This design comes from an exercise in tuning for a short achievable clock period and few clock cycles on the open sky130 flow, not from production work. The RTL was checked by simulation tests, not by an equivalence proof against the original design. Power and IR drop assume default switching activity.

<file path="design.v">
module mips #(parameter WIDTH = 32, REGBITS = 5)
             (input              clk,
              input              rst,
              output [WIDTH-1:0] pc,
              input  [WIDTH-1:0] instr,
              output [WIDTH-1:0] aluout,
              output [WIDTH-1:0] writedata,
              output             memwrite,
              input  [WIDTH-1:0] readdata);
    localparam OP_RTYPE = 6'b000000;
    localparam OP_LB    = 6'b100000;
    localparam OP_SB    = 6'b101000;
    localparam OP_LW    = 6'b100011;
    localparam OP_SW    = 6'b101011;
    localparam OP_BEQ   = 6'b000100;
    localparam OP_ADDI  = 6'b001000;
    localparam OP_J     = 6'b000010;
    localparam FUNCT_ADD = 6'b100000;
    localparam FUNCT_SUB = 6'b100010;
    localparam FUNCT_AND = 6'b100100;
    localparam FUNCT_OR  = 6'b100101;
    localparam FUNCT_SLT = 6'b101010;
    reg  [31:0] pc_f;
    reg  [31:0] ir_d, pc4_d;
    reg         v_d, pt_d, bh_d;
    reg  [1:0]  bc_d;
    reg         bv   [0:15];
    reg  [5:0]  btag [0:15];
    reg  [9:0]  btgt [0:15];
    reg  [1:0]  bctr [0:15];
    reg  [31:0] pc4_e;
    reg         isbeq_e, se_e, pt_e, bh_e;
    reg  [1:0]  bc_e;
    reg         u_v, u_act, u_bh, u_ok;
    reg  [1:0]  u_bc;
    reg  [3:0]  u_i;
    reg  [5:0]  u_tag;
    reg  [9:0]  u_tgt;
    reg  [31:0] a_e, b_e, s_e, tgt_e;
    reg         rw_e, ld_e, st_e, beq_e;
    reg         add_e, sub_e, and_e, or_e, slt_e;
    reg  [4:0]  dst_e;
    reg         fs_rd;
    reg  [31:0] res_m, wd_m;
    reg  [31:0] ao_m;           
    reg         mw_m, rw_m, ld_m;
    reg  [4:0]  dst_m;
    reg  [31:0] val_w;
    reg         rw_w;
    reg  [4:0]  dst_w;
    reg         rst_r;
    reg  [31:0] rf [1:31];
    wire [5:0]  op_d    = ir_d[31:26];
    wire [4:0]  rs_d    = ir_d[25:21];
    wire [4:0]  rt_d    = ir_d[20:16];
    wire [4:0]  rd_d    = ir_d[15:11];
    wire [5:0]  fn_d    = ir_d[5:0];
    wire [31:0] simm_d  = {{16{ir_d[15]}}, ir_d[15:0]};
    wire is_r_d    = (op_d == OP_RTYPE);
    wire is_addi_d = (op_d == OP_ADDI);
    wire is_ld_d   = (op_d == OP_LW) | (op_d == OP_LB);
    wire is_st_d   = (op_d == OP_SW) | (op_d == OP_SB);
    wire is_beq_d  = (op_d == OP_BEQ);
    wire rseqrt_d  = (rs_d == rt_d);
    wire use_rs_d  = is_r_d | is_addi_d | is_ld_d | is_st_d | (is_beq_d & !rseqrt_d);
    wire use_rt_d  = is_r_d | (is_beq_d & !rseqrt_d);    
    wire use_st_d  = is_st_d;                            
    wire alusrc_d  = is_addi_d | is_ld_d | is_st_d;
    wire [4:0] dst_d = is_r_d ? rd_d : rt_d;
    wire rw_d = v_d & (is_r_d | is_addi_d | is_ld_d) & (dst_d != 5'd0);
    wire f_add_d = is_r_d & (fn_d == FUNCT_ADD);
    wire f_sub_d = is_r_d & (fn_d == FUNCT_SUB);
    wire f_and_d = is_r_d & (fn_d == FUNCT_AND);
    wire f_or_d  = is_r_d & (fn_d == FUNCT_OR);
    wire f_slt_d = is_r_d & (fn_d == FUNCT_SLT);
    wire rs_nz = (rs_d != 5'd0);
    wire rt_nz = (rt_d != 5'd0);
    wire rs_he = rs_nz & rw_e & (dst_e == rs_d);
    wire rs_hm = rs_nz & rw_m & (dst_m == rs_d);
    wire rs_hw = rs_nz & rw_w & (dst_w == rs_d);
    wire rt_he = rt_nz & rw_e & (dst_e == rt_d);
    wire rt_hm = rt_nz & rw_m & (dst_m == rt_d);
    wire rt_hw = rt_nz & rw_w & (dst_w == rt_d);
    wire stall = v_d & ld_e & ((use_rs_d & rs_he) | (use_rt_d & rt_he));
    wire [31:0] rf_rs = rs_nz ? rf[rs_d] : 32'd0;
    wire [31:0] rf_rt = rt_nz ? rf[rt_d] : 32'd0;
    wire [31:0] rsv_d = rs_hm ? res_m : rs_hw ? val_w : rf_rs;
    wire [31:0] rtv_d = rt_hm ? res_m : rt_hw ? val_w : rf_rt;
    wire        rd_a  = rs_hm & ld_m;
    wire        rd_b  = rt_hm & ld_m;
    wire [31:0] an_d  = rd_a ? readdata : rsv_d;
    wire [31:0] bn_d  = rd_b ? readdata : rtv_d;
    wire [31:0] tgt_d = pc4_d + {simm_d[29:0], 2'b00};
    wire redir_d = v_d & is_beq_d & rseqrt_d & !pt_d;
    wire [31:0] opa = a_e;
    wire [31:0] opb = b_e;
    wire        dosub = sub_e | slt_e;
    wire [32:0] sum   = {1'b0, opa} + {1'b0, opb ^ {32{dosub}}} + {32'd0, dosub};
    wire        ltu   = !sum[32];
    wire [31:0] res_e = ({32{add_e | sub_e}} & sum[31:0]) |
                        ({32{and_e}} & (opa & opb)) |
                        ({32{or_e}}  & (opa | opb)) |
                        {31'd0, slt_e & ltu};
    wire eq_e    = (a_e == b_e);
    wire taken_e = beq_e & (eq_e != pt_e);
    wire [31:0] fix_e = pt_e ? pc4_e : tgt_e;
    wire act_e   = se_e | eq_e;
    wire [3:0] bi_e = pc4_e[5:2] - 4'd1;
    wire [31:0] pcb_e = pc4_e - 32'd4;
    wire [31:0] pc4_f  = pc_f + 32'd4;
    wire        j_f    = (instr[31:26] == OP_J);
    wire [31:0] jtgt_f = {pc4_f[31:28], instr[25:0], 2'b00};
    wire [3:0]  bi_f   = pc_f[5:2];
    wire        bh_f   = bv[bi_f] & (btag[bi_f] == pc_f[11:6]) & (pc_f[31:12] == 20'd0);
    wire [1:0]  bc_f   = bctr[bi_f];
    wire        pt_f   = bh_f & bc_f[1];
    wire [31:0] pcn_mid = redir_d ? tgt_d : pt_f ? {20'd0, btgt[bi_f], 2'b00} : pc4_f;
    wire        j_ok   = j_f & !redir_d;
    assign pc        = pc_f;
    assign aluout    = ao_m;
    assign writedata = wd_m;
    assign memwrite  = mw_m;
    integer i;
    always @(posedge clk) begin
        rst_r <= rst;
        if (rst)
            pc_f <= 32'd0;
        else if (taken_e)
            pc_f <= fix_e;
        else if (stall)
            pc_f <= pc_f;
        else if (j_ok)
            pc_f <= jtgt_f;
        else
            pc_f <= pcn_mid;
        if (rst | taken_e | redir_d)
            v_d <= 1'b0;
        else if (!stall)
            v_d <= !j_f;
        if (!stall) begin
            ir_d  <= instr;
            pc4_d <= pc4_f;
            pt_d  <= pt_f;
            bh_d  <= bh_f;
            bc_d  <= bc_f;
        end
        if (rst | taken_e | stall | !v_d) begin
            rw_e  <= 1'b0;
            ld_e  <= 1'b0;
            st_e  <= 1'b0;
            beq_e <= 1'b0;
            isbeq_e <= 1'b0;
        end else begin
            isbeq_e <= is_beq_d;
            rw_e  <= rw_d;
            ld_e  <= is_ld_d;
            st_e  <= is_st_d;
            beq_e <= is_beq_d & !rseqrt_d;
        end
        add_e <= alusrc_d | f_add_d;
        sub_e <= f_sub_d;
        and_e <= f_and_d;
        or_e  <= f_or_d;
        slt_e <= f_slt_d;
        dst_e <= dst_d;
        a_e   <= rs_he ? res_e : an_d;
        b_e   <= alusrc_d ? simm_d : rt_he ? res_e : bn_d;
        s_e   <= rt_he ? res_e : bn_d;
        tgt_e <= tgt_d;
        pc4_e <= pc4_d;
        se_e  <= rseqrt_d;
        pt_e  <= pt_d;
        bh_e  <= bh_d;
        bc_e  <= bc_d;
        u_v   <= isbeq_e & !rst;
        u_act <= act_e;
        u_bh  <= bh_e;
        u_bc  <= bc_e;
        u_i   <= bi_e;
        u_tag <= pcb_e[11:6];
        u_tgt <= tgt_e[11:2];
        u_ok  <= (pcb_e[31:12] == 20'd0) & (tgt_e[31:12] == 20'd0);
        if (rst) begin
            for (i = 0; i < 16; i = i + 1)
                bv[i] <= 1'b0;
        end else if (u_v & u_act & !u_bh & u_ok) begin
            bv[u_i] <= 1'b1;
        end
        if (u_v) begin
            if (u_act) begin
                if (u_bh) begin
                    if (u_bc != 2'd3)
                        bctr[u_i] <= u_bc + 2'd1;
                end else if (u_ok) begin
                    btag[u_i] <= u_tag;
                    btgt[u_i] <= u_tgt;
                    bctr[u_i] <= 2'd2;
                end
            end else if (u_bh) begin
                if (u_bc != 2'd0)
                    bctr[u_i] <= u_bc - 2'd1;
            end
        end
        fs_rd <= rt_he & ld_e;
        if (rst) begin
            mw_m <= 1'b0;
            rw_m <= 1'b0;
            ld_m <= 1'b0;
        end else begin
            mw_m <= st_e;
            rw_m <= rw_e;
            ld_m <= ld_e;
        end
        dst_m <= dst_e;
        res_m <= res_e;
        ao_m  <= (rw_e | ld_e | st_e) ? res_e : 32'd0;
        wd_m  <= fs_rd ? readdata : s_e;
        if (rst)
            rw_w <= 1'b0;
        else
            rw_w <= rw_m;
        dst_w <= dst_m;
        val_w <= ld_m ? readdata : res_m;
        if (rst_r) begin
            for (i = 1; i < 32; i = i + 1)
                rf[i] <= 32'd0;
        end else if (rw_w) begin
            rf[dst_w] <= val_w;
        end
    end
endmodule
</file>
<file path="standard.sh">
#!/bin/bash
# synth_recipe.tcl (not shown) runs the flow's synth.tcl, then flattens the netlist and writes it again
# the make line also repeats each setting of config.mk as NAME=value (left out here)
make -C /OpenROAD-flow-scripts/flow DESIGN_CONFIG=/design/flow/config.mk WORK_HOME=/design/flow/orfs CLKGATE_MAP_FILE= SYNTH_SCRIPT=/design/flow/synth_recipe.tcl "${@:-finish}"
</file>
<file path="config.mk">
export PLATFORM = sky130hd
export DESIGN_NAME = mips
export DESIGN_NICKNAME = mips
export VERILOG_FILES = /design/flow/design.v
export SDC_FILE = /design/flow/constraint.sdc
export NUM_CORES = 4
export LEC_CHECK = 0
export ABC_CLOCK_PERIOD_IN_PS = 1000
export CAP_MARGIN = 20
export CORE_MARGIN = 2
export CORE_UTILIZATION = 55
export SLEW_MARGIN = 20
</file>
<file path="flow/run.sh">
#!/bin/bash
set -euo pipefail
bash standard.sh SETUP_SLACK_MARGIN=8.5 \
  "CTS_ARGS=-sink_clustering_enable -repair_clock_nets -sink_clustering_size 25 -sink_clustering_max_diameter 100" \
  finish > run_standard.log 2>&1
</file>
<file path="constraint.sdc">
create_clock -name core_clock -period 12.0 [get_ports {clk}]
set_input_delay 2.4000 -clock core_clock [delete_from_list [all_inputs] [get_ports {clk}]]
set_output_delay 2.4000 -clock core_clock [all_outputs]
set_load 0.01 [all_outputs]
</file>
==> results of run 1 <==
-- logic make-up after synthesis --
family,count (synthesis),share of synthesized area
mux,944,0.213
compound gates,569,0.0411
xor+xnor,158,0.0158
flops,1791,0.567
simple gates,1798,0.114
fa+ha+maj,138,0.0199
buf+inv,637,0.0290
-- report_power, final --
part | total (µW) | leakage (µW) | switching, µW | internal, µW
Combinational | 1890 | 0.0169 | 1050 | 838
Sequential | 7190 | 0.0174 | 268 | 6920
Clock | 3370 | 0.00115 | 2050 | 1330
Total | 12400 | 0.0355 | 3360 | 9090
-- final cells by class --
type / count / area (µm²)
fill: 11700 / 60400
sequential: 1791 / 49900
multi-input combinational: 3621 / 37200
timing repair buffer: 485 / 5060
tap: 2072 / 2590
clock buffer: 112 / 2160
inverter: 143 / 548
clock inverter: 11 / 236
antenna: 9 / 22.5
timing repair inverter: 1 / 5.00
-- placed cells by master (no fill, tap or decap), types with 23 or more instances in the layout --
cell type | Yosys | layout
a21o_1 | 28 | 28
a21oi_1 | 200 | 181
and2_1 | 1000 | 1000
buf_12 | 2 | 23
buf_2 | 57 | 27
buf_4 | 8 | 248
buf_6 | 2 | 86
clkbuf_1 | 376 | 30
clkbuf_16 | 0 | 87
clkdlybuf4s50_1 | 0 | 60
dfxtp_1 | 411 | 305
dfxtp_2 | 0 | 63
dfxtp_4 | 0 | 43
edfxtp_1 | 1380 | 1380
ha_1 | 136 | 120
inv_1 | 143 | 136
mux2_2 | 72 | 70
mux2i_1 | 147 | 108
mux4_2 | 717 | 717
nand2_1 | 265 | 260
nand3_1 | 35 | 34
nand4_1 | 26 | 26
nor2_1 | 224 | 171
nor2_4 | 1 | 42
nor3_1 | 67 | 55
o211ai_1 | 30 | 30
o21ai_0 | 114 | 105
or2_4 | 0 | 36
xnor2_1 | 116 | 100
xor2_1 | 42 | 42
-- worst paths after layout --
kind	start	endpoint	slack (ns)	cells after the start
worst max-delay path	pc_f[23]$_SDFFE_PP0N_	pc[23]	8.33	1
worst min-delay path	bc_e[1]$_DFF_P_	u_bc[1]$_DFF_P_	0.33	0
worst max register to register	flip-flop	b_e[12]$_DFF_P_	8.40	9
worst min register to register	bc_e[1]$_DFF_P_	u_bc[1]$_DFF_P_	0.33	0
-- synthesized netlist by cell type (116+ instances only) --
library cell	number	share of area
a21oi_1	200	0.011
edfxtp_1	1380	0.47
nand2_1	265	0.011
clkbuf_1	376	0.016
ha_1	136	0.019
mux2i_1	147	0.017
and2_1	1000	0.071
dfxtp_1	411	0.094
xnor2_1	116	0.012
nor2_1	224	0.0096
mux4_2	717	0.18
inv_1	143	0.0061
-- flip-flops by register name, indices dropped and copies added (netlist names), 30 cells and up, named ones only --
name,cells
bctr,32
wd_m,32
val_w,32
rf,1024
ao_m,32
a_e,32
pc4_e,30
b_e,32
btgt,160
ir_d,32
pc_f,32
res_m,32
btag,96
s_e,32
pc4_d,32
tgt_e,32
-- stage by stage --
stage | instance area (µm²) | total power (µW)
after floorplan | 87600 | 8240
after global placement | 91200 | 8890
after detailed placement | 91300 | 8920
after CTS | 96100 | 12300
after global routing | 97700 | 12800
final | 97700 | 12400
-- what timing repair did --
item                                    4_1_cts  5_1_grt
buffers inserted                            115       64
resized for setup                           759      178
endpoints found under the setup margin      646      397
cloned                                       26        6
hold endpoints to repair                      0        0
pin swaps                                    46       75
-- per-layer routing --
layer	vias up	part of all wire	track usage
li1	22900	-	-
met2	3324	0.46	0.568
met1	29000	0.37	0.499
met3	640	0.11	0.0787
met5	-	0.000080	0
met4	4	0.055	0.163
==> out/metrics.cfg, run 1 <==
[critical_path]
cp_slowest_stage_delay_ns = 0.38
critPathBufInv = 1
cp.required_ns = 9.60
critPathCaptureType = output port
worstSetupStartpointType = flip-flop
cp_slowest_cell = dfxtp_4
crit_chain = buf_6
critPathTopFamily = flip-flops
crit_type = flip-flop to output port
worst_ep_arrival_time_ns = 1.27
path_max_fanout = 2

[route]
ant_nets = 0
wl_per_cell_um = 36.2
via_per_inst = 6.77
post-route-drc-count = 0
drtIter0Drc = 8033
first_pass_iters = 6
num_vias = 55800
drt-total-wl_um = 299000

[clock_tree]
cts_sinks = 1791
cts_buffer_depth = 3
cts_root_buffer = clkbuf_16
numCtsBuffers = 82
clk_latency_ns = 0.79
clk_pin_slew_ns = 0.11
cts_tree = done
htreeDepth = 3
cts_hold_repair.buffers = 0

[placement]
port_buffers = 162
post-dp-hpwl_um = 167000
dp_slack_ns = 6.66
gp_congestion = 0.879
placedCellCount = 7902

[synth]
synth_edf_count = 1380
ys.flop_type = edfxtp_1
async_flop_share = 0
yosysSeqAreaShare = 0.567
avgSynthCellArea_um2 = 14.5
ys_ff_latch = 1791
synthesis.area_um2 = 87600
synth_cells = 6035
yosysUniqueCellTypes = 79
yosys_warnings = 1
syn_nets = 6239

[global_route]
grt_pass1_wl_um = 415000
grt_pass1_vias = 54300
antenna_found_initial = 24
globalRouteTotalUtil = 0.365
gr-total-overflow = 0
grt_max_degree = 72

[floorplan]
rows = 146
initial_utilization = 0.553
die_w_um = 403
io_pins = 163
dieArea_um2 = 162000
core-area_um2 = 158000
die_y_um = 403

[timing]
finalHoldViolations = 0
worst_slack_ns = 8.33
maxSlewHeadroom = 0.192
rsz0062_at_grt = true
min_period_over_period = 0.306
finalClockSkew_ns = 0.0367
report.final.slew_viol_count = 0
setup_viol = 0
tns_ns = 0
fmax_mhz = 272
fin_crit_ns = 3.67
hold_slack_ns = 0.325
worst_pin_slew_ns = 1.21

[power_and_ir_drop]
leakagePower_uw = 0.0355
max-vdd-ir-drop_v = 0.000141
power_density_nw_per_um2 = 127

[cells_and_area]
fin_cells = 8245
area_growth_pct = 11.6
drive_above_1_share = 0.280
final_core_util = 0.618
fin_nets = 6329

[job]
drv_cap = 0

[min_path]
hold_class = flip-flop to flip-flop

[outcome]
status = complete, no violations

Testbench counts, summed over its fixed seeds: cycles 63,671.
==> inputs of run 2 (changes only) <==
--- a/config.mk
+++ b/config.mk
@@ -10,3 +10,3 @@
 export CORE_MARGIN = 2
-export CORE_UTILIZATION = 55
+export CORE_UTILIZATION = 45
 export SLEW_MARGIN = 20
==> out/metrics.cfg, run 2 <==
[power_and_ir_drop]
power_density_nw_per_um2 = 126  ; -0.69%
max-vdd-ir-drop_v = 0.000128  ; -9.3%
leakagePower_uw = 0.0352  ; -0.60%

[floorplan]
die_w_um = 445  ; +10%
dieArea_um2 = 198000  ; +22%
io_pins = 163  ; unchanged
initial_utilization = 0.454  ; -0.0998
core-area_um2 = 193000  ; +22%
rows = 161  ; +10%
die_y_um = 445  ; +10%

[placement]
port_buffers = 162  ; unchanged
post-dp-hpwl_um = 166000  ; -0.62%
gp_congestion = 0.905  ; +2.9%
placedCellCount = 8374  ; +6.0%
dp_slack_ns = 6.70  ; +0.0417 ns

[clock_tree]
cts_tree = done
clk_latency_ns = 0.78  ; about the same
cts_sinks = 1791  ; unchanged
numCtsBuffers = 83  ; +1.2%
cts_hold_repair.buffers = 0  ; unchanged
cts_root_buffer = clkbuf_16
htreeDepth = 3  ; unchanged
clk_pin_slew_ns = 0.11  ; about the same
cts_buffer_depth = 3  ; unchanged

[timing]
worst_pin_slew_ns = 1.16  ; -0.0485 ns
fin_crit_ns = 3.72  ; +0.0484 ns
fmax_mhz = 269  ; -1.3%
worst_slack_ns = 8.28  ; -0.0484 ns
rsz0062_at_grt = true
finalHoldViolations = 0  ; unchanged
min_period_over_period = 0.310  ; +0.00403
tns_ns = 0  ; unchanged
setup_viol = 0  ; unchanged
finalClockSkew_ns = 0.0947  ; +0.0580 ns
report.final.slew_viol_count = 0  ; unchanged
maxSlewHeadroom = 0.224  ; +0.0313

[route]
via_per_inst = 6.31  ; -6.8%
ant_nets = 0  ; unchanged
first_pass_iters = 6  ; unchanged
wl_per_cell_um = 33.3  ; -8.1%
post-route-drc-count = 0  ; unchanged
drtIter0Drc = 6371  ; -21%
drt-total-wl_um = 289000  ; -3.3%
num_vias = 54800  ; -1.9%

[critical_path]
cp.required_ns = 9.60  ; about the same
crit_type = flip-flop to output port
worst_ep_arrival_time_ns = 1.32  ; +0.05 ns
critPathCaptureType = output port
critPathBufInv = 1  ; unchanged
cp_slowest_cell = dfxtp_4
crit_chain = buf_6
cp_slowest_stage_delay_ns = 0.41  ; +0.03 ns
path_max_fanout = 4  ; +2
critPathTopFamily = flip-flops
worstSetupStartpointType = flip-flop

[cells_and_area]
final_core_util = 0.506  ; -0.112
top_register = rf
fill_cells = 16100  ; +38%
final_common_cell = edfxtp_1
reg_top3 = rf (1024), btgt (160), btag (96)
layout_common_cells = 1380 x edfxtp_1, 999 x and2_1, 717 x mux4_2
area_growth_pct = 11.5
drive_above_1_share = 0.270  ; -0.00936
largest_reg_flops = 1024  ; unchanged
fin_cells = 8680  ; +5.3%
fin_nets = 6305  ; -0.38%

[synth]
ys_top_cells_by_area = edfxtp_1 47%, mux4_2 18%, dfxtp_1 9.4%
yosysMostFrequentCell = edfxtp_1
async_flop_share = 0  ; unchanged
ys.flop_type = edfxtp_1
yosys-top-cells-count = 1380 x edfxtp_1, 1000 x and2_1, 717 x mux4_2
synth_cells = 6035  ; unchanged
yosys_warnings = 1  ; unchanged
synth_top_area_cell = edfxtp_1
ys_ff_latch = 1791  ; unchanged
synth_top_area_frac = 0.473  ; unchanged
yosysSeqAreaShare = 0.567  ; unchanged
avgSynthCellArea_um2 = 14.5  ; unchanged
yosysUniqueCellTypes = 79  ; unchanged
synthesis.area_um2 = 87600  ; unchanged
synth_edf_count = 1380  ; unchanged
syn_nets = 6239  ; unchanged

[global_route]
antenna_found_initial = 9  ; -63%
grt_max_degree = 65  ; -9.7%
grt_pass1_wl_um = 402000  ; -3.2%
globalRouteTotalUtil = 0.285  ; -0.0807
gr-total-overflow = 0  ; unchanged
grt_pass1_vias = 54700  ; +0.66%

[job]
drv_cap = 0  ; unchanged

[min_path]
hold_class = flip-flop to flip-flop

[outcome]
status = complete, no violations

==> run 2: cell type report <==
class,count,area [µm²],share of cell area
Sequential cell,1791,49900,0.511
Multi-Input combinational cell,3608,36700,0.375
Timing Repair Buffer,471,4860,0.0497
Tap cell,2526,3160,0.0324
Clock buffer,120,2220,0.0227
Inverter,143,567,0.00580
Clock inverter,12,224,0.00229
Timing Repair inverter,3,32.5,0.000333
Antenna cell,6,15.0,0.000154
==> run 2: path summary, 6_finish.rpt <==
check | start | to | slack (ns) | cells past startpoint
setup / recovery | pc_f[14]$_SDFFE_PP0N_ | pc[14] | 8.28 | 1
hold / removal | bc_e[1]$_DFF_P_ | u_bc[1]$_DFF_P_ | 0.34 | 0
setup reg to reg | sub_e$_DFF_P_ | b_e[0]$_DFF_P_ | 8.39 | 15
hold reg to reg | bc_e[1]$_DFF_P_ | u_bc[1]$_DFF_P_ | 0.34 | 0
==> run 2: logic make-up (layout without fill, tap and decap cells) <==
group,count (synthesis),in the layout,share of synthesized area
XOR/XNOR,158,158,0.0158
multiplexers,944,944,0.213
flip-flops,1791,1791,0.567
buffers and inverters,637,749,0.0290
AO/OA/AOI/OAI,569,569,0.0411
other,0,6,0
AND/OR/NAND/NOR,1798,1799,0.114
adder cells (fa/ha/maj),138,138,0.0199
==> run 2: what timing repair did <==
action / 4_1_cts / 5_1_grt
pin swaps: 28 / 60
resized for setup: 710 / 169
setup buffers: 90 / 58
endpoints found under the setup margin: 373 / 193
gates cloned: 9 / 11
==> run 2: routing by layer <==
metal / routed length, µm / vias to the layer above / global-route usage
li1: - / 22800 / -
met2: 141000 / 2630 / 0.475
met5: 7 / - / 0
met4: 15200 / 2 / 0.130
met3: 21200 / 540 / 0.0364
met1: 111000 / 28800 / 0.373
==> run 2: per-stage QoR <==
stage	hold slack (ns)	power (µW)	instance area (µm²)
finish	0.336	12300	97600
global route	0.338	12700	97600
CTS	0.336	12300	96100
detailed placement	0.312	8880	91900
global placement	0.314	8860	91900
floorplan	0.310	8240	87600
==> run 2: where the power goes <==
group          internal, µW  switching [µW]  total (µW)
Combinational           796             983        1780
Clock                  1330            2060        3390
Sequential             6920             255        7180
Total                  9050            3300       12300
==> inputs of run 3 (changes only) <==
--- a/design.v
+++ b/design.v
@@ -22,3 +22,5 @@
     localparam FUNCT_SLT = 6'b101010;
-    reg  [31:0] pc_f;
+    reg  [31:0] pc_f;           
+    reg  [31:0] pcn_f;          
+    wire [31:0] pcv_f = ~pcn_f;
     reg  [31:0] ir_d, pc4_d;
@@ -109,7 +111,7 @@
     wire [31:0] pcb_e = pc4_e - 32'd4;
-    wire [31:0] pc4_f  = pc_f + 32'd4;
+    wire [31:0] pc4_f  = pcv_f + 32'd4;
     wire        j_f    = (instr[31:26] == OP_J);
     wire [31:0] jtgt_f = {pc4_f[31:28], instr[25:0], 2'b00};
-    wire [3:0]  bi_f   = pc_f[5:2];
-    wire        bh_f   = bv[bi_f] & (btag[bi_f] == pc_f[11:6]) & (pc_f[31:12] == 20'd0);
+    wire [3:0]  bi_f   = pcv_f[5:2];
+    wire        bh_f   = bv[bi_f] & (btag[bi_f] == pcv_f[11:6]) & (pcv_f[31:12] == 20'd0);
     wire [1:0]  bc_f   = bctr[bi_f];
@@ -130,3 +132,3 @@
         else if (stall)
-            pc_f <= pc_f;
+            pc_f <= pcv_f;
         else if (j_ok)
@@ -135,2 +137,12 @@
             pc_f <= pcn_mid;
+        if (rst)
+            pcn_f <= ~32'd0;
+        else if (taken_e)
+            pcn_f <= ~fix_e;
+        else if (stall)
+            pcn_f <= pcn_f;
+        else if (j_ok)
+            pcn_f <= ~jtgt_f;
+        else
+            pcn_f <= ~pcn_mid;
         if (rst | taken_e | redir_d)
--- a/config.mk
+++ b/config.mk
@@ -10,3 +10,4 @@
 export CORE_MARGIN = 2
-export CORE_UTILIZATION = 45
+export CORE_UTILIZATION = 55
+export PLACE_DENSITY = 0.75
 export SLEW_MARGIN = 20
==> out/metrics.cfg, run 3 <==
[outcome]
status = complete, no violations

[cells_and_area]
largest_reg_flops = 1024  ; unchanged
fin_nets = 6296  ; -0.14%
reg_top3 = rf (1024), btgt (160), btag (96)
top_register = rf
final_core_util = 0.610  ; +0.104
final_common_cell = edfxtp_1
drive_above_1_share = 0.269  ; -0.00111
layout_common_cells = 1380 x edfxtp_1, 1012 x and2_1, 730 x mux4_2
final-seq-area_um2 = 50400  ; +1.0%
multi_input_area_um2 = 37100  ; +1.1%
area_growth_pct = 10.3
fill_cells = 11600  ; -28%

[clock_tree]
cts_root_buffer = clkbuf_16
cts_hold_repair.buffers = 0  ; unchanged
clk_pin_slew_ns = 0.10  ; about the same
cts_sinks = 1819  ; +1.6%
cts_tree = done
numCtsBuffers = 83  ; unchanged
htreeDepth = 3  ; unchanged
cts_buffer_depth = 3  ; unchanged
clk_latency_ns = 0.81  ; +0.03 ns

[min_path]
hold_class = flip-flop to flip-flop
min_to = u_bc[0]$_DFF_P_
hold_path.startpoint = bc_e[0]$_DFF_P_
holdPathStages = 0  ; unchanged

[timing]
setup_viol = 0  ; unchanged
tns_ns = 0  ; unchanged
fmax_mhz = 270  ; +0.43%
report.final.slew_viol_count = 0  ; unchanged
finalHoldViolations = 0  ; unchanged
worst_pin_slew_ns = 1.18  ; +0.0168 ns
fin_crit_ns = 3.71  ; -0.0160 ns
rsz0062_at_grt = true
finalClockSkew_ns = 0.0678  ; -0.0270 ns
maxSlewHeadroom = 0.213  ; -0.0112
min_period_over_period = 0.309  ; -0.00133

[power_and_ir_drop]
power_density_nw_per_um2 = 128  ; +1.1%
leakagePower_uw = 0.0354  ; +0.32%
pwr-share-seq = 0.585  ; +0.004
switching_share = 0.268  ; +0.000576
clkPwrFrac = 0.272  ; -0.003
max-vdd-ir-drop_v = 0.000175  ; +36%
finalPower_uw = 12500  ; +1.2%
power.share.combinational = 0.142  ; -0.002
power_switching_uw = 3350  ; +1.4%
p_int_uw = 9150  ; +1.1%

[synth]
synth_top_area_cell = edfxtp_1
ys.flop_type = edfxtp_1
yosysSeqAreaShare = 0.567  ; about the same
avgSynthCellArea_um2 = 14.6  ; +0.49%
yosysMostFrequentCell = edfxtp_1
yosys-top-cells-count = 1380 x edfxtp_1, 1014 x and2_1, 730 x mux4_2
syn_nets = 6282  ; +0.69%
synth_edf_count = 1380  ; unchanged
synth_cells = 6078  ; +0.71%
async_flop_share = 0  ; unchanged
ys_ff_latch = 1819  ; +1.6%
synth_top_area_frac = 0.468  ; -0.00562
yosys_warnings = 1  ; unchanged
ys_top_cells_by_area = edfxtp_1 47%, mux4_2 19%, dfxtp_1 9.9%
synthesis.area_um2 = 88600  ; +1.2%
yosysUniqueCellTypes = 83  ; +5.1%

[critical_path]
crit_chain = buf_6
critPathCaptureType = output port
r2r_end = pc_f[24]$_SDFF_PP0_
cp_slowest_cell = dfxtp_4
cp.required_ns = 9.60  ; about the same
path_max_fanout = 1  ; -3
worstSetupStartpointType = flip-flop
reg2regPathDepth = 13  ; -2
critPathTopFamily = flip-flops
r2r_start = a_e[24]$_DFF_P_
r2r_slack_ns = 8.45  ; +0.06 ns
worst_ep_arrival_time_ns = 1.31  ; about the same
cp_slowest_stage_delay_ns = 0.38  ; -0.03 ns
critPathBufInv = 1  ; unchanged
crit_type = flip-flop to output port

[route]
drtIter0Drc = 9223  ; +45%
post-route-drc-count = 0  ; unchanged
ant_nets = 0  ; unchanged
wl_per_cell_um = 34.4  ; +3.3%
drt-total-wl_um = 286000  ; -1.0%
num_vias = 57200  ; +4.4%
via_per_inst = 6.88  ; +9.0%
first_pass_iters = 8  ; +2

[floorplan]
core-area_um2 = 160000  ; -17%
io_pins = 163  ; unchanged
die_w_um = 405  ; -8.9%
rows = 147  ; -8.7%
initial_utilization = 0.553  ; +0.0994
dieArea_um2 = 164000  ; -17%
die_y_um = 405  ; -8.9%

[global_route]
grt_pass1_vias = 56500  ; +3.4%
gr-total-overflow = 0  ; unchanged
grt_max_degree = 69  ; +6.2%
antenna_found_initial = 12  ; +3
grt_pass1_wl_um = 402000  ; +0.10%
globalRouteTotalUtil = 0.346  ; +0.0608

[job]
drv_cap = 0  ; unchanged

[placement]
post-dp-hpwl_um = 168000  ; +1.5%
port_buffers = 162  ; unchanged
gp_congestion = 0.945  ; +4.4%

run 3: cell count changes after synthesis, moves of 34 or more:
| cell | change |
|---|---|
| nand2_1 | -55 |
| nor2_1 | +36 |
| mux2i_1 | -39 |
| o21ai_0 | -37 |
| a221oi_1 | +34 |
| a21oi_1 | -38 |
run 3: worst max path at each step:
stage / start / to / depth (start not counted) / slack (ns)
after floorplan: instr[29] / pcn_f[22]$_SDFFE_PP1P_ / 7 / 8.21
after global placement: instr[29] / pcn_f[23]$_SDFFE_PP1P_ / 8 / 6.90
after detailed placement: instr[29] / pc_f[0]$_SDFF_PP0_ / 7 / 6.91
after CTS: pc_f[5]$_SDFF_PP0_ / pc[5] / 1 / 8.26
after global routing: pc_f[5]$_SDFF_PP0_ / pc[5] / 1 / 8.27
final: pc_f[5]$_SDFF_PP0_ / pc[5] / 1 / 8.29
run 3: metrics by stage:
step,worst slack (ns),area [µm²],std cells,hold slack [ns]
CTS,8.26,96700,8272,0.336
global placement,6.90,92600,8057,0.311
finish,8.29,97700,8314,0.335
detailed placement,6.91,92600,8057,0.314
global route,8.27,97700,8311,0.340
floorplan,8.21,88700,6078,0.310
run 3: power groups by stage:
stage / clock network (µW) / registers, µW / logic [µW]
after floorplan: 0 / 7280 / 1080
after global placement: 0 / 7430 / 1550
after detailed placement: 0 / 7450 / 1570
after CTS: 3400 / 7300 / 1660
after global routing: 3590 / 7340 / 1850
final: 3400 / 7320 / 1780
run 3: layout make-up:
class,instances,share of cell area
Clock buffer,132,0.0231
Antenna cell,3,0.0000768
Multi-Input combinational cell,3608,0.379
Clock inverter,12,0.00248
Timing Repair inverter,1,0.0000512
Sequential cell,1819,0.516
Tap cell,2160,0.0277
Timing Repair Buffer,426,0.0455
Inverter,153,0.00595
run 3: repair_timing:
item                       4_1_cts  5_1_grt
pin swaps                       16       35
setup endpoints to repair     1055      369
setup buffers                   58       35
gates cloned                    13        4
resized for setup              672      161
run 3: metal layers:
metal	track usage	routed length, µm	share of wire
met2	0.525	130000	0.45
met3	0.0910	37600	0.13
met1	0.444	96700	0.34
met4	0.220	21500	0.075
met5	0	62	0.00022
run 3: cell families (layout without fill, tap and decap cells):
group | Yosys count | count (layout) | synth area share
and+or+nand+nor | 1791 | 1792 | 0.113
muxes | 924 | 924 | 0.209
other | 0 | 3 | 0
buffers and inverters | 652 | 724 | 0.0295
adders and majority gates | 138 | 138 | 0.0197
DFF | 1819 | 1819 | 0.567
AOI/OAI and AO/OA | 595 | 595 | 0.0464
xor gates and xnor gates | 159 | 159 | 0.0157
Testbench counts of run 3, summed over its fixed seeds: cycles 63,671.
==> inputs of run 4 (changes only) <==
--- a/config.mk
+++ b/config.mk
@@ -11,3 +11,2 @@
 export CORE_UTILIZATION = 55
-export PLACE_DENSITY = 0.75
 export SLEW_MARGIN = 20
==> out/metrics.cfg, run 4 <==
[outcome]
status = complete, no violations

[floorplan]
dieArea_um2 = 164000  ; unchanged
die_w_um = 405  ; unchanged
die_y_um = 405  ; unchanged
initial_utilization = 0.553  ; unchanged
core-area_um2 = 160000  ; unchanged
rows = 147  ; unchanged
io_pins = 163  ; unchanged

[cells_and_area]
area_growth_pct = 10.7
fill_cells = 12100  ; +4.2%
fin_nets = 6305  ; +0.14%
largest_reg_flops = 1024  ; unchanged
reg_top3 = rf (1024), btgt (160), btag (96)
multi_input_area_um2 = 37200  ; +0.30%
final_core_util = 0.612  ; +0.00196
layout_common_cells = 1380 x edfxtp_1, 1013 x and2_1, 730 x mux4_2
top_register = rf
final_common_cell = edfxtp_1
fin_area_um2 = 98100  ; +0.32%
drive_above_1_share = 0.271  ; +0.00194
fin_cells = 8321  ; +0.084%
final-seq-area_um2 = 50400  ; about the same

[timing]
setup_viol = 0  ; unchanged
finalHoldViolations = 0  ; unchanged
finalClockSkew_ns = 0.0439  ; -0.0239 ns
rsz0062_at_grt = true
min_period_over_period = 0.307  ; -0.00194
fin_crit_ns = 3.68  ; -0.0232 ns
report.final.slew_viol_count = 0  ; unchanged
worst_pin_slew_ns = 1.14  ; -0.0424 ns
fmax_mhz = 272  ; +0.63%
tns_ns = 0  ; unchanged
maxSlewHeadroom = 0.241  ; +0.0283

[power_and_ir_drop]
pwr-share-seq = 0.579  ; -0.006
power.share.combinational = 0.149  ; +0.007
clkPwrFrac = 0.272  ; about the same
max-vdd-ir-drop_v = 0.000120  ; -31%
power_switching_uw = 3420  ; +2.1%
leakagePower_uw = 0.0356  ; +0.61%
finalPower_uw = 12600  ; +0.75%
p_int_uw = 9170  ; +0.26%
power_density_nw_per_um2 = 128  ; +0.43%
switching_share = 0.271  ; +0.00354

[critical_path]
r2r_end = b_e[0]$_DFF_P_
critPathTopFamily = flip-flops
crit_path_end = pc[2]
cp_slowest_stage_delay_ns = 0.38  ; about the same
worstSetupStartpointType = flip-flop
cp.required_ns = 9.60  ; about the same
crit_type = flip-flop to output port
cp-startpoint = pc_f[2]$_SDFF_PP0_
cp_slowest_cell = dfxtp_4
critPathBufInv = 1  ; unchanged
critPathCaptureType = output port
worst-path-stages = 1  ; unchanged
reg2regPathDepth = 7  ; -6
r2r_slack_ns = 8.47  ; +0.02 ns
path_max_fanout = 1  ; unchanged
crit_chain = buf_6
worst_ep_arrival_time_ns = 1.28  ; -0.03 ns

[clock_tree]
cts_sinks = 1819  ; unchanged
htreeDepth = 3  ; unchanged
cts_tree = done
cts_buffer_depth = 3  ; unchanged
cts_root_buffer = clkbuf_16
clk_pin_slew_ns = 0.12  ; +0.02 ns
clk_latency_ns = 0.78  ; -0.03 ns
cts_hold_repair.buffers = 0  ; unchanged
numCtsBuffers = 83  ; unchanged

[placement]
port_buffers = 162  ; unchanged
gp_congestion = 0.923  ; -2.3%
placedCellCount = 8066  ; +0.11%
post-dp-hpwl_um = 177000  ; +5.4%
placed_area_um2 = 92700  ; +0.12%

[route]
wl_per_cell_um = 36.3  ; +5.7%
drtIter0Drc = 7977  ; -14%
post-route-drc-count = 0  ; unchanged
drt-total-wl_um = 302000  ; +5.8%
num_vias = 56100  ; -1.9%
via_per_inst = 6.74  ; -2.0%
ant_nets = 0  ; unchanged
first_pass_iters = 7  ; -1

[global_route]
gr-total-overflow = 0  ; unchanged
grt_pass1_vias = 54600  ; -3.4%
globalRouteTotalUtil = 0.367  ; +0.0214
grt_pass1_wl_um = 419000  ; +4.2%
grt_max_degree = 79  ; +14%
antenna_found_initial = 29  ; +17

[synth]
synth_top_area_cell = edfxtp_1
synth_cells = 6078  ; unchanged
synth_edf_count = 1380  ; unchanged
ys_top_cells_by_area = edfxtp_1 47%, mux4_2 19%, dfxtp_1 9.9%
yosysMostFrequentCell = edfxtp_1
yosys-top-cells-count = 1380 x edfxtp_1, 1014 x and2_1, 730 x mux4_2
synth_top_area_frac = 0.468  ; unchanged
async_flop_share = 0  ; unchanged
ys.flop_type = edfxtp_1
yosysUniqueCellTypes = 83  ; unchanged
yosys_warnings = 1  ; unchanged
avgSynthCellArea_um2 = 14.6  ; unchanged
synthesis.area_um2 = 88600  ; unchanged
syn_nets = 6282  ; unchanged
yosysSeqAreaShare = 0.567  ; unchanged
ys_ff_latch = 1819  ; unchanged

[job]
drv_cap = 0  ; unchanged

[min_path]
hold_class = flip-flop to flip-flop

[run 4: cell type report]
cell class              instances  area share
flip-flops and latches       1819       0.514
well taps                    2160      0.0276
clock inverters                10     0.00197
inverters                     153     0.00590
multi-input cells            3609       0.379
diodes                          6    0.000153
clock buffers                 129      0.0229
repair buffers                434      0.0483
repair inverters                1   0.0000766
[run 4: worst min-delay path by stage]
stage | startpoint | cells past startpoint | endpoint
CTS | bc_e[0]$_DFF_P_ | 0 | u_bc[0]$_DFF_P_
finish | bc_e[1]$_DFF_P_ | 0 | u_bc[1]$_DFF_P_
global placement | bc_e[0]$_DFF_P_ | 0 | u_bc[0]$_DFF_P_
floorplan | bc_e[0]$_DFF_P_ | 0 | u_bc[0]$_DFF_P_
global route | bc_e[0]$_DFF_P_ | 0 | u_bc[0]$_DFF_P_
detailed placement | bc_e[1]$_DFF_P_ | 0 | u_bc[1]$_DFF_P_
[run 4: metrics by stage]
| stage | worst slack (ns) | hold WS, ns |
|---|---|---|
| final | 8.32 | 0.331 |
| after global routing | 8.27 | 0.341 |
| after CTS | 8.27 | 0.337 |
| after detailed placement | 6.83 | 0.313 |
| after global placement | 6.43 | 0.311 |
| after floorplan | 8.21 | 0.310 |
[run 4: power groups by stage]
stage	Sequential (µW)	Combinational, µW	Clock, µW
floorplan	7280	1080	0
global placement	7430	1630	0
detailed placement	7440	1640	0
CTS	7290	1740	3440
global route	7320	1960	3640
finish	7290	1880	3420
[run 4: timing repair]
action | in CTS | in global routing
pin swaps | 8 | 43
gates resized for setup | 678 | 173
endpoints found under the setup margin | 1060 | 357
setup buffers | 33 | 52
cloned | 16 | 9
[run 4: kinds of logic (layout without fill, tap and decap cells)]
group                      Yosys count  after routing  share of synthesized area
buffers and inverters              652            727                     0.0295
xor gates and xnor gates           159            159                     0.0157
muxes                              924            924                      0.209
and+or+nand+nor                   1791           1793                      0.113
adders and majority gates          138            138                     0.0197
DFF                               1819           1819                      0.567
AOI/OAI and AO/OA                  595            595                     0.0464
other                                0              6                          0
[run 4: routing by layer]
layer,track usage,vias up,wire length [µm]
li1,-,23000,-
met1,0.502,29000,114000
met2,0.559,3406,137000
met3,0.0813,681,32500
met4,0.182,8,18000
met5,0,-,46
==> inputs of run 5 (changes only) <==
==> flow/run.sh (replaced) <==
#!/bin/bash
set -euo pipefail
bash standard.sh SETUP_SLACK_MARGIN=8.6 \
  "CTS_ARGS=-sink_clustering_enable -repair_clock_nets -sink_clustering_size 20 -sink_clustering_max_diameter 80" \
  finish > run_standard.log 2>&1
==> out/metrics.cfg, run 5 <==
[placement]
port_buffers = 162  ; unchanged
placedCellCount = 8048  ; -0.22%
gp_congestion = 0.901  ; -2.4%
post-dp-hpwl_um = 176000  ; -0.35%

[synth]
yosys_warnings = 1  ; unchanged
yosysUniqueCellTypes = 83  ; unchanged
yosys-top-cells-count = 1380 x edfxtp_1, 1014 x and2_1, 730 x mux4_2
ys.flop_type = edfxtp_1
yosysSeqAreaShare = 0.567  ; unchanged
yosysMostFrequentCell = edfxtp_1
ys_top_cells_by_area = edfxtp_1 47%, mux4_2 19%, dfxtp_1 9.9%
synth_top_area_frac = 0.468  ; unchanged
syn_nets = 6282  ; unchanged
synth_top_family_by_area = multiplexers
synth_edf_count = 1380  ; unchanged
synthMuxAreaShare = 0.209  ; unchanged
ys_ff_latch = 1819  ; unchanged
async_flop_share = 0  ; unchanged
synth_top_area_cell = edfxtp_1
synthXorXnorAreaFrac = 0.0157  ; unchanged
synthesis.area_um2 = 88600  ; unchanged
synth_compound_area_frac = 0.0464  ; unchanged
synth_adder_area_share = 0.0197  ; unchanged
avgSynthCellArea_um2 = 14.6  ; unchanged
synth_cells = 6078  ; unchanged
yosys.area_share.simple = 0.113  ; unchanged

[critical_path]
critPathTopFamily = flip-flops
cp_slowest_stage_delay_ns = 0.38  ; about the same
worstSetupStartpointType = flip-flop
path_max_fanout = 1  ; unchanged
r2r_start = sub_e$_DFF_P_
worst_ep_arrival_time_ns = 1.30  ; +0.02 ns
crit_type = flip-flop to output port
r2r_slack_ns = 8.54  ; +0.07 ns
critPathBufInv = 1  ; unchanged
cp_slowest_cell = dfxtp_4
critPathCaptureType = output port
r2r_end = a_e[19]$_DFF_P_
reg2regPathDepth = 19  ; +12
crit_chain = buf_6
cp.required_ns = 9.60  ; about the same

[min_path]
hold_path.startpoint = bc_e[0]$_DFF_P_
holdPathStages = 0  ; unchanged
min_to = u_bc[0]$_DFF_P_
hold_class = flip-flop to flip-flop

[floorplan]
initial_utilization = 0.553  ; unchanged
dieArea_um2 = 164000  ; unchanged
rows = 147  ; unchanged
io_pins = 163  ; unchanged
die_w_um = 405  ; unchanged
core-area_um2 = 160000  ; unchanged
die_y_um = 405  ; unchanged

[cells_and_area]
fin_nets = 6372  ; +1.1%
top_register = rf
layout_common_cells = 1380 x edfxtp_1, 1012 x and2_1, 730 x mux4_2
fin_cells = 8431  ; +1.3%
largest_reg_flops = 1024  ; unchanged
area_growth_pct = 13.4
final_common_cell = edfxtp_1
drive_above_1_share = 0.296  ; +0.0251
reg_top3 = rf (1024), btgt (160), btag (96)

[timing]
finalHoldViolations = 0  ; unchanged
tns_ns = 0  ; unchanged
setup_viol = 0  ; unchanged
report.final.slew_viol_count = 0  ; unchanged
maxSlewHeadroom = 0.264  ; +0.0232
finalClockSkew_ns = 0.0415  ; -0.00238 ns
rsz0062_at_grt = true
fmax_mhz = 270  ; -0.45%
min_period_over_period = 0.308  ; +0.00139
worst_pin_slew_ns = 1.10  ; -0.0347 ns
fin_crit_ns = 3.70  ; +0.0167 ns

[clock_tree]
cts_buffer_depth = 3  ; unchanged
cts_hold_repair.buffers = 0  ; unchanged
clk_latency_ns = 0.81  ; +0.03 ns
cts_tree = done
cts_root_buffer = clkbuf_16
htreeDepth = 3  ; unchanged
clk_pin_slew_ns = 0.09  ; -0.03 ns
numCtsBuffers = 114  ; +37%
cts_sinks = 1819  ; unchanged

[global_route]
globalRouteTotalUtil = 0.372  ; +0.00546
use_met3 = 0.0820  ; +0.000709
grt_max_degree = 69  ; -13%
grtUsageMet1 = 0.503  ; +0.00119
gr-max-usage-layer = met2
antenna_found_initial = 30  ; +3.4%
grt_use_met2 = 0.575  ; +0.0163
grt_pass1_wl_um = 424000  ; +1.1%
grt_pass1_vias = 55000  ; +0.63%
gr-total-overflow = 0  ; unchanged

[power_and_ir_drop]
leakagePower_uw = 0.0365  ; +2.6%
power_density_nw_per_um2 = 134  ; +4.6%
max-vdd-ir-drop_v = 0.000154  ; +29%

[route]
drt-total-wl_um = 307000  ; +1.5%
num_vias = 56800  ; +1.3%
ant_nets = 0  ; unchanged
drtIter0Drc = 8125  ; +1.9%
first_pass_iters = 6  ; -1
via_per_inst = 6.74  ; about the same
post-route-drc-count = 0  ; unchanged
wl_per_cell_um = 36.4  ; +0.16%

[job]
drv_cap = 0  ; unchanged

[outcome]
status = complete, no violations

## run 5: worst reg2reg max path, cell delays in order (launching register included)
cell and delay [ns]:
dfxtp_4 0.37, nor2_4 0.17, buf_12 0.13, buf_6 0.10, buf_16 0.12, buf_8 0.10
xnor2_4 0.12, ha_4 0.24, or3_4 0.40, o21ai_4 0.10, nor4_2 0.07, o31a_1 0.30
buf_4 0.15, o31ai_4 0.17, xor2_1 0.19, o221ai_1 0.14, buf_4 0.20, buf_4 0.14
nand2_1 0.05, o31ai_1 0.08
## run 5: per-stage QoR
stage,total power [µW],instance area [µm²],utilization,setup WS [ns],hold slack [ns]
global route,13900,100000,0.627,8.25,0.340
detailed placement,9080,92600,0.578,6.85,0.314
finish,13500,100000,0.627,8.30,0.328
global placement,9060,92600,0.578,6.80,0.313
CTS,13400,98800,0.617,8.24,0.332
floorplan,8360,88700,-,8.21,0.310
## run 5: final cells by class
type | instances | area (µm²)
inverters | 153 | 586
repair buffers | 467 | 5100
flip-flops and latches | 1819 | 50400
well taps | 2160 | 2700
multi-input cells | 3612 | 38000
fillers | 11800 | 59700
repair inverters | 1 | 5.00
clock buffers | 162 | 3090
clock inverters | 50 | 598
diodes | 7 | 17.5
## run 5: routing by layer
layer  wire, µm  up-vias  share of wire
met2     140000     3483           0.46
met1     114000    29400           0.37
met4      18700       10          0.061
li1           -    23200              -
met5         58        -        0.00019
met3      34100      697           0.11
## run 5: cells by family after synthesis
group | Yosys count
xor+xnor | 159
mux | 924
fa+ha+maj | 138
buf+inv | 652
flops | 1819
compound gates | 595
simple gates | 1791
## run 5: worst max path at each step
stage                        from                     end  slack, ns  cells after the start
2_1_floorplan           instr[29]  pcn_f[22]$_SDFFE_PP1P_       8.21                      7
3_3_place_gp            flip-flop         b_e[20]$_DFF_P_       6.80                     10
3_5_place_dp            flip-flop          a_e[0]$_DFF_P_       6.85                     10
4_1_cts        pc_f[2]$_SDFF_PP0_                   pc[2]       8.24                      1
5_1_grt        pc_f[2]$_SDFF_PP0_                   pc[2]       8.25                      1
6_report       pc_f[2]$_SDFF_PP0_                   pc[2]       8.30                      1
## run 5: power breakdown
part / internal [µW] / total (µW) / switching (µW)
sequential: 7020 / 7290 / 271
clock: 1950 / 4240 / 2290
combinational: 859 / 1960 / 1110
## run 5: what timing repair did
| action | 4_1_cts | 5_1_grt |
|---|---|---|
| endpoints found under the setup margin | 584 | 376 |
| pin swaps | 34 | 69 |
| buffers inserted | 74 | 62 |
| cloned | 21 | 7 |
| gates resized for setup | 771 | 229 |

afterwards: timing with drivers on the ports:
No port has a modelled driver above. Below, the same layouts with a new extraction and two added sets of constraints.
Step 1 sets driving cells, clkbuf_16 on the clock port and buf_2 on the other inputs (assumed; they add their load-dependent delay and slew).
Step 2 also shifts input and output timing later by t, the mid clock arrival at the registers, as if the neighbouring blocks saw the same clock.
Slacks: ideal ports / drivers / drivers and shift; pairs: ideal ports / drivers.
run	shift t [ns]	setup WS [ns]	worst hold slack (ns)	latest minus earliest clock arrival (ns)
run 1	0.841	8.327 / 8.248 / 7.661	0.325 / 0.325 / 0.325	0.047 / 0.048
run 2	0.824	8.279 / 8.195 / 7.791	0.336 / 0.336 / 0.336	0.105 / 0.106
run 3	0.867	8.295 / 8.205 / 7.677	0.335 / 0.335 / 0.335	0.075 / 0.074
run 4	0.837	8.318 / 8.235 / 7.660	0.331 / 0.331 / 0.331	0.045 / 0.044
run 5	0.881	8.301 / 8.211 / 7.725	0.328 / 0.328 / 0.328	0.047 / 0.047
After both steps every run listed still meets setup and hold. The setup slack of run 1, which loses most, moves by -0.079 ns with the drivers and by -0.666 ns with both steps.
